This design comes from an exercise in tuning for small area, a short achievable clock period and few clock cycles on the open sky130 flow, not from production work.
Function was checked by simulation only, so behaviour that the tests miss may differ from the original.
Power and IR drop assume default switching activity.

## ember
Design gpu_block, start of the top module:
module gpu_block (
    input  wire         clk,
    input  wire         rst,
    input  wire         read_frame,
    input  wire         pixel_done,
    input  wire [2:0]   control_in,
    input  wire [7:0]   num_vertices_in,
    input  wire [23:0]  color_in,
    input  wire [767:0] vertices_in,
    output wire         computation_done,
    output wire         pixel_ready,
    output wire [23:0]  data_in,
    output wire [19:0]  address_in
);
    localparam S_IDLE  = 4'd0,
               S_START = 4'd1,
               S_LWAIT = 4'd2,
               S_L2    = 4'd5,
               S_L3    = 4'd6,
               S_L4    = 4'd7,
               S_STEP  = 4'd8,
               S_FSTEP = 4'd9,
               S_FIN   = 4'd10;
    reg [3:0] state;
    reg       idle;            
    reg       busy;            
    reg       ld;              
    reg       ld_n;            
    reg [29:0]  ring [0:15];
    reg [1:0]   v0c_hi;        
    reg         v1c_hi;        
    reg [23:0]  color;
    reg [2:0]   ctl;
  ...
Size in the first run: ~2900 cells after synthesis, about 700 flip-flops, ~850 I/O pins, ~31000 sq um of cells after synthesis.
export LEC_CHECK = 0
export ABC_CLOCK_PERIOD_IN_PS = 3500
export CAP_MARGIN = 20
export CORE_MARGIN = 2
export CORE_UTILIZATION = 40
export PLACE_DENSITY = 0.6
export SLEW_MARGIN = 20
create_clock -name core_clock -period 9.5 [get_ports {clk}]
standard.sh (not shown) runs the stock make flow with config.mk's settings and CLKGATE_MAP_FILE= SYNTH_SCRIPT=/design/flow/synth_recipe.tcl, a recipe that flattens the netlist after the stock synthesis.
==> flow/flow/run.sh <==
#!/bin/bash
set -euo pipefail
export BUFFER_PORTS_ARGS="-buffer_cell sky130_fd_sc_hd__buf_1"
export SETUP_SLACK_MARGIN=6.7
bash standard.sh > standard.log 2>&1
ember finished every stage and its layout cleared the timing, DRC and antenna checks.
Testbench counts of ember, summed over its fixed seeds: cycles 148,045.
Here is what was changed in the inputs of garnet compared with ember.
# ember
export LEC_CHECK = 0
export ABC_CLOCK_PERIOD_IN_PS = 3500
export CAP_MARGIN = 20
export CORE_MARGIN = 2
export CORE_UTILIZATION = 40
export PLACE_DENSITY = 0.6
export SLEW_MARGIN = 20
create_clock -name core_clock -period 9.5 [get_ports {clk}]
# garnet
export LEC_CHECK = 0
export ABC_CLOCK_PERIOD_IN_PS = 3500
export CAP_MARGIN = 20
export CORE_MARGIN = 2
export CORE_UTILIZATION = 40
export CTS_CLUSTER_DIAMETER = 120
export CTS_CLUSTER_SIZE = 25
export PLACE_DENSITY = 0.6
export SLEW_MARGIN = 20
create_clock -name core_clock -period 9.5 [get_ports {clk}]
==> flow/flow/run.sh <==
#!/bin/bash
set -euo pipefail
export BUFFER_PORTS_ARGS="-buffer_cell sky130_fd_sc_hd__buf_1"
export SETUP_SLACK_MARGIN=6.45
bash standard.sh > standard.log 2>&1
## What came out
What ember reported for overall power of the completed layout has to be multiplied by 0.889 to get the figure for garnet. Via count, ember and garnet: smaller value in garnet. Summary of the comparison: number of buffer and inverter instances along the worst setup path is higher in garnet, relative to ember.
Edits applied to the flow inputs when going from garnet to cedar:
# garnet
export LEC_CHECK = 0
export ABC_CLOCK_PERIOD_IN_PS = 3500
export CAP_MARGIN = 20
export CORE_MARGIN = 2
export CORE_UTILIZATION = 40
export CTS_CLUSTER_DIAMETER = 120
export CTS_CLUSTER_SIZE = 25
export PLACE_DENSITY = 0.6
export SLEW_MARGIN = 20
create_clock -name core_clock -period 9.5 [get_ports {clk}]
# cedar
export LEC_CHECK = 0
export ABC_CLOCK_PERIOD_IN_PS = 3500
export CAP_MARGIN = 20
export CORE_MARGIN = 2
export CORE_UTILIZATION = 40
export PLACE_DENSITY = 0.6
export SLEW_MARGIN = 20
create_clock -name core_clock -period 9.5 [get_ports {clk}]
==> notes.md <==
Relative to garnet, multi-input gate area in the final layout decreased by 0.52% in cedar. The capture point of the worst path comes out tdx[7] in one run and tdx[3] in the other, namely in garnet and cedar respectively. Delta (cedar minus garnet): total via count in the routed design saw an increase; number of antenna violations at the first check in global routing decreased 7.9%; combinational cell fraction of total power lower.

run A:
Another version of the RTL of gpu_block (not shown whole).
Size: ~2800 cells after synthesis, roughly 850 I/O pins, ~30000 um2 of cells after synthesis.
export LEC_CHECK = 0
export ABC_CLOCK_PERIOD_IN_PS = 3500
export CAP_MARGIN = 20
export CORE_MARGIN = 2
export CORE_UTILIZATION = 40
export CTS_CLUSTER_DIAMETER = 100
export CTS_CLUSTER_SIZE = 20
export PLACE_DENSITY = 0.6
export SLEW_MARGIN = 20
create_clock -name core_clock -period 9.5 [get_ports {clk}]
==> flow/flow/run.sh <==
#!/bin/bash
set -euo pipefail
export BUFFER_PORTS_ARGS="-buffer_cell sky130_fd_sc_hd__buf_1"
export SETUP_SLACK_MARGIN=6.45
bash standard.sh > standard.log 2>&1
Testbench counts of run A, summed over its fixed seeds: cycles 142,640.
## Diff of input files: run B against run A
- changing CTS_CLUSTER_DIAMETER from 100 to 120
- changing CORE_UTILIZATION from 40 to 55
- changing CTS_CLUSTER_SIZE from 20 to 25
- changing PLACE_DENSITY from 0.6 to 0.7
--- outcome ---
- [run B vs run A] switching power share of the total: higher in run B
- Where power is concerned, run A is outperformed by run B.
- In the tables for run A and run B, post-layout instance count excluding filler cells reads higher with run A.
The following lists how run C was set up differently from run B:
- a change of CORE_UTILIZATION from 55 to 40
- a change of PLACE_DENSITY from 0.7 to 0.6
- a change of ABC_CLOCK_PERIOD_IN_PS from 3500 to 3000
## What came out
Lower number of buffers added by the clock tree synthesis step was reported by run B, not run C.
Origin of the worst setup path: tdy[9] -> run B, tdy[8] -> run C
Lower final worst hold slack among run B and run C: run B
Run C against run B: met2 global-route usage shows a reduction of 14 points; portion of the clock cycle consumed by the worst path in the final layout shows a reduction of 0.59 points; count of hold buffers inserted by post-cts repair shows no meaningful change; final cell utilization of the core shows a reduction of 17 points; area enclosed by the die boundary shows an increase of 37%.
NOTE cell count run B->run C increased by a little under 10%
Edits applied to the flow inputs when going from run C to run D:
- ABC_CLOCK_PERIOD_IN_PS: 3000 -> 3500
==> flow/flow/run.sh <==
#!/bin/bash
set -euo pipefail
export BUFFER_PORTS_ARGS="-buffer_cell sky130_fd_sc_hd__buf_1"
export SETUP_SLACK_MARGIN=6.3
bash standard.sh > standard.log 2>&1
Cmp run D and run C / global-route wire length before repair / higher: run D. Run D: flow completed, timing, DRC and antenna clean. Final area, run D and run C: higher on run C. Between run D and run C, critical path depth is higher for run C, run D comes in under that. Run D leaves less setup margin than run C.

re-timing with driven ports:
Ports are ideal in the flow. The routed layouts listed here were re-timed in OpenROAD.
Step 1, drivers: a clkbuf_16 drives clk and a buf_2 each remaining input, both assumed.
Step 2 times the ports against the registers' clock, not the clock port: input delays grow and output delays shrink by t, the midpoint of the rising clock arrivals with the driver on.
Slacks: ideal ports / drivers / drivers and shift; pairs: ideal ports / drivers.
| run | t (ns) | slack for setup (ns) | clock arrival spread, ns |
|---|---|---|---|
| ember | 0.702 | 6.397 / 6.355 / 5.947 | 0.055 / 0.056 |
| garnet | 0.676 | 6.310 / 6.308 / 5.892 | 0.042 / 0.042 |
| cedar | 0.708 | 6.327 / 6.293 / 5.877 | 0.062 / 0.062 |
| run A | 0.689 | 6.300 / 6.300 / 5.941 | 0.036 / 0.036 |
| run B | 0.649 | 6.297 / 6.297 / 5.946 | 0.044 / 0.045 |
| run C | 0.655 | 6.353 / 6.339 / 5.956 | 0.043 / 0.042 |
| run D | 0.659 | 6.257 / 6.257 / 5.829 | 0.041 / 0.041 |
After both steps every run listed still meets setup and hold.
